What follows belongs to an exercise in optimizing a design on an open flow for small area; a production flow would make more cautious choices. Function was checked by simulation only, so behaviour that the tests miss may differ from the original. The clock port is modelled as an ideal driver; clocking choices that lean on that would not hold on a real chip.

## 02-16
==> module maj49, before the edit <==
module maj49(input [48:0] in, output out);
  wire w1, w2;
  wire w3, w4;
  wire w5, w6;
  wire w7, w8;
  wire w9, w10;
  wire w11, w12;
  wire w13, w14;
  wire w15, w16;
  wire w17, w18;
  wire w19, w20;
  wire w21, w22;
  wire w23, w24;
  wire w25, w26;
  wire w27, w28;
  wire w29, w30;
  wire w31, w32;
  wire w33, w34;
  wire w35, w36;
  wire w37, w38;
  wire w39, w40;
  wire w41, w42;
  wire w43, w44;
  wire w45, w46;
  wire w47, w48;
  wire w49, w50;
  wire w51, w52;
  wire w53, w54;
  wire w55, w56;
  wire w57, w58;
  wire w59, w60;
  wire w61, w62;
  wire w63, w64;
  wire w65, w66;
  wire w67, w68;
  wire w69, w70;
  wire w71, w72;
  wire w73, w74;
  wire w75, w76;
  wire w77, w78;
  wire w79, w80;
  wire w81, w82;
  wire w83, w84;
  wire w85, w86;
  wire w87, w88;
  assign w1 = ~(in[0] ^ in[1]);
  assign w2 = in[0] | in[1];
  fa3 fw3 (.a(in[2]), .b(in[3]), .c(in[4]), .s(w3), .co(w4));
  fa3 fw5 (.a(in[5]), .b(in[6]), .c(in[7]), .s(w5), .co(w6));
  fa3 fw7 (.a(in[8]), .b(in[9]), .c(in[10]), .s(w7), .co(w8));
  fa3 fw9 (.a(in[11]), .b(in[12]), .c(in[13]), .s(w9), .co(w10));
  fa3 fw11 (.a(in[14]), .b(in[15]), .c(in[16]), .s(w11), .co(w12));
  fa3 fw13 (.a(in[17]), .b(in[18]), .c(in[19]), .s(w13), .co(w14));
  fa3 fw15 (.a(in[20]), .b(in[21]), .c(in[22]), .s(w15), .co(w16));
  fa3 fw17 (.a(in[23]), .b(in[24]), .c(in[25]), .s(w17), .co(w18));
  fa3 fw19 (.a(in[26]), .b(in[27]), .c(in[28]), .s(w19), .co(w20));
  fa3 fw21 (.a(in[29]), .b(in[30]), .c(in[31]), .s(w21), .co(w22));
  fa3 fw23 (.a(in[32]), .b(in[33]), .c(in[34]), .s(w23), .co(w24));
  fa3 fw25 (.a(in[35]), .b(in[36]), .c(in[37]), .s(w25), .co(w26));
  fa3 fw27 (.a(in[38]), .b(in[39]), .c(in[40]), .s(w27), .co(w28));
  fa3 fw29 (.a(in[41]), .b(in[42]), .c(in[43]), .s(w29), .co(w30));
  fa3 fw31 (.a(in[44]), .b(in[45]), .c(in[46]), .s(w31), .co(w32));
  fa3 fw33 (.a(in[47]), .b(in[48]), .c(w1), .s(w33), .co(w34));
  fa3 fw35 (.a(w3), .b(w5), .c(w7), .s(w35), .co(w36));
  fa3 fw37 (.a(w9), .b(w11), .c(w13), .s(w37), .co(w38));
  fa3 fw39 (.a(w15), .b(w17), .c(w19), .s(w39), .co(w40));
  fa3 fw41 (.a(w21), .b(w23), .c(w25), .s(w41), .co(w42));
  fa3 fw43 (.a(w27), .b(w29), .c(w31), .s(w43), .co(w44));
  fa3 fw45 (.a(w33), .b(w35), .c(w37), .s(w45), .co(w46));
  fa3 fw47 (.a(w39), .b(w41), .c(w43), .s(w47), .co(w48));
  assign w49 = ~(w2 ^ w4);
  assign w50 = w2 | w4;
  fa3 fw51 (.a(w6), .b(w8), .c(w10), .s(w51), .co(w52));
  fa3 fw53 (.a(w12), .b(w14), .c(w16), .s(w53), .co(w54));
  fa3 fw55 (.a(w18), .b(w20), .c(w22), .s(w55), .co(w56));
  fa3 fw57 (.a(w24), .b(w26), .c(w28), .s(w57), .co(w58));
  fa3 fw59 (.a(w30), .b(w32), .c(w34), .s(w59), .co(w60));
  fa3 fw61 (.a(w49), .b(w36), .c(w38), .s(w61), .co(w62));
  fa3 fw63 (.a(w40), .b(w42), .c(w44), .s(w63), .co(w64));
  fa3 fw65 (.a(w51), .b(w53), .c(w55), .s(w65), .co(w66));
  fa3 fw67 (.a(w57), .b(w59), .c(w46), .s(w67), .co(w68));
  fa3 fw69 (.a(w48), .b(w61), .c(w63), .s(w69), .co(w70));
  ha2 hw71 (.a(w65), .b(w67), .s(w71), .co(w72));
  assign w73 = ~(w50 ^ w52);
  assign w74 = w50 | w52;
  fa3 fw75 (.a(w54), .b(w56), .c(w58), .s(w75), .co(w76));
  fa3 fw77 (.a(w60), .b(w73), .c(w62), .s(w77), .co(w78));
  fa3 fw79 (.a(w64), .b(w66), .c(w75), .s(w79), .co(w80));
  fa3 fw81 (.a(w68), .b(w70), .c(w77), .s(w81), .co(w82));
  ha2 hw83 (.a(w79), .b(w72), .s(w83), .co(w84));
  fa3 fw85 (.a(w74), .b(w76), .c(w78), .s(w85), .co(w86));
  fa3 fw87 (.a(w80), .b(w82), .c(w85), .s(w87), .co(w88));
  assign out = ((w45 & w47) & (w69 | w71) & (w81 | w83) & (w84 | w87) & (w86 | w88)) | ((w69 & w71) & (w81 | w83) & (w84 | w87) & (w86 | w88)) | ((w81 & w83) & (w84 | w87) & (w86 | w88)) | ((w84 & w87) & (w86 | w88)) | ((w86 & w88));
endmodule
==> flow/config.mk <==
export PLATFORM = sky130hd
export DESIGN_NAME = sort_pipe
export DESIGN_NICKNAME = sort_pipe
export VERILOG_FILES = /design/flow/design.v
export SDC_FILE = /design/flow/constraint.sdc
export NUM_CORES = 4
export LEC_CHECK = 0
export CAP_MARGIN = 20
export CORE_MARGIN = 2
export CORE_UTILIZATION = 60
export GPL_TIMING_DRIVEN = 0
export SETUP_SLACK_MARGIN = 0.1
export SLEW_MARGIN = 20
export SYNTH_HIERARCHICAL = 1
==> flow/constraint.sdc <==
create_clock -name core_clock -period 6.0 [get_ports {clk}]
set_input_delay 1.2000 -clock core_clock [delete_from_list [all_inputs] [get_ports {clk}]]
set_output_delay 1.2000 -clock core_clock [all_outputs]
set_load 0.01 [all_outputs]
standard.sh (not shown) runs the stock make flow with config.mk's settings and CLKGATE_MAP_FILE= SYNTH_SCRIPT=/design/flow/synth_recipe.tcl, a recipe that flattens the netlist after the stock synthesis.
==> flow/flow/run.sh <==
#!/bin/bash
# The standard layout (standard.sh), with the port buffers made of the
# smallest buffer cell and a clock tree without dummy loads.
set -euo pipefail
export BUFFER_PORTS_ARGS="-buffer_cell sky130_fd_sc_hd__buf_1"
export CTS_ARGS="-sink_clustering_enable -repair_clock_nets -dont_use_dummy_load -sink_clustering_size 30 -sink_clustering_max_diameter 100"
bash standard.sh > standard_flow.log 2>&1
02-16 completed; timing, DRC and antenna clean
Inputs modified between 02-16 and 03-02:
--- a/flow/design.v
+++ b/flow/design.v
@@ -1597,8 +1597,8 @@
   wire w83, w84;
   wire w85, w86;
   wire w87, w88;
-  assign w1 = ~(in[0] ^ in[1]);
-  assign w2 = in[0] | in[1];
+  xnor2m xw1 (.a(in[0]), .b(in[1]), .y(w1));
+  or2m ow1 (.a(in[0]), .b(in[1]), .y(w2));
   fa3 fw3 (.a(in[2]), .b(in[3]), .c(in[4]), .s(w3), .co(w4));
   fa3 fw5 (.a(in[5]), .b(in[6]), .c(in[7]), .s(w5), .co(w6));
   fa3 fw7 (.a(in[8]), .b(in[9]), .c(in[10]), .s(w7), .co(w8));
@@ -1622,8 +1622,8 @@
   fa3 fw43 (.a(w27), .b(w29), .c(w31), .s(w43), .co(w44));
   fa3 fw45 (.a(w33), .b(w35), .c(w37), .s(w45), .co(w46));
   fa3 fw47 (.a(w39), .b(w41), .c(w43), .s(w47), .co(w48));
-  assign w49 = ~(w2 ^ w4);
-  assign w50 = w2 | w4;
+  xnor2m xw49 (.a(w2), .b(w4), .y(w49));
+  or2m ow49 (.a(w2), .b(w4), .y(w50));
   fa3 fw51 (.a(w6), .b(w8), .c(w10), .s(w51), .co(w52));
   fa3 fw53 (.a(w12), .b(w14), .c(w16), .s(w53), .co(w54));
   fa3 fw55 (.a(w18), .b(w20), .c(w22), .s(w55), .co(w56));
@@ -1635,8 +1635,8 @@
   fa3 fw67 (.a(w57), .b(w59), .c(w46), .s(w67), .co(w68));
   fa3 fw69 (.a(w48), .b(w61), .c(w63), .s(w69), .co(w70));
   ha2 hw71 (.a(w65), .b(w67), .s(w71), .co(w72));
-  assign w73 = ~(w50 ^ w52);
-  assign w74 = w50 | w52;
+  xnor2m xw73 (.a(w50), .b(w52), .y(w73));
+  or2m ow73 (.a(w50), .b(w52), .y(w74));
   fa3 fw75 (.a(w54), .b(w56), .c(w58), .s(w75), .co(w76));
   fa3 fw77 (.a(w60), .b(w73), .c(w62), .s(w77), .co(w78));
   fa3 fw79 (.a(w64), .b(w66), .c(w75), .s(w79), .co(w80));
@@ -1649,6 +1649,12 @@
 module fa3(input a, input b, input c, output s, output co);
   assign {co, s} = a + b + c;
 endmodule
+module xnor2m(input a, input b, output y);
+  assign y = ~(a ^ b);
+endmodule
+module or2m(input a, input b, output y);
+  assign y = a | b;
+endmodule
 module ha2(input a, input b, output s, output co);
   assign {co, s} = a + b;
 endmodule
### Flow results
- 02-16 → 03-02: count of inverters other than clock inverters in the layout now smaller, post-place setup slack fell 0.040 ns, share of the cycle needed by the critical path after routing -0.53 points, global-route usage now sits higher.
- Changes observed in 03-02 relative to 02-16: setup slack now larger; mean area per synthesized cell now larger; routed wire length now larger; non-clock buffer count now larger; number of buffers added for setup after CTS now larger.
- | final design area excluding fillers | 02-16 vs 03-02 | ≈ equal |
- In 03-02 relative to 02-16, total die area had gone down slightly.
- 03-02 against 02-16: final cell count went down 1.3%, final core utilization went up 0.68 points.

==> re-timing with driven ports <==
In the flow no input, the clock included, has a driving cell. The finished layouts below were timed again as built, in two steps. Step 1 (the two cells are an assumption about what drives the block):
set clk [get_ports {clk}]
set_driving_cell -lib_cell sky130_fd_sc_hd__clkbuf_16 $clk
set_driving_cell -lib_cell sky130_fd_sc_hd__buf_2 [delete_from_list [all_inputs] $clk]
Step 2 also shifts input and output timing later by t, the mid clock arrival at the registers, as if the neighbouring blocks saw the same clock. a / b / c = ideal ports / drivers / drivers and shift; a / b = the first two.
| run | shift t [ns] | slack for setup (ns) | latest minus earliest clock arrival (ns) |
|---|---|---|---|
| 02-16 | 0.654 | 0.162 / 0.169 / -0.446 | 0.048 / 0.048 |
| 03-02 | 0.649 | 0.194 / 0.194 / -0.403 | 0.049 / 0.049 |
With both steps, setup timing fails in 02-16 and 03-02, where it was met with ideal ports. The setup slack of 02-16, which loses most, moves by +0.007 ns with the drivers and by -0.608 ns with both steps.
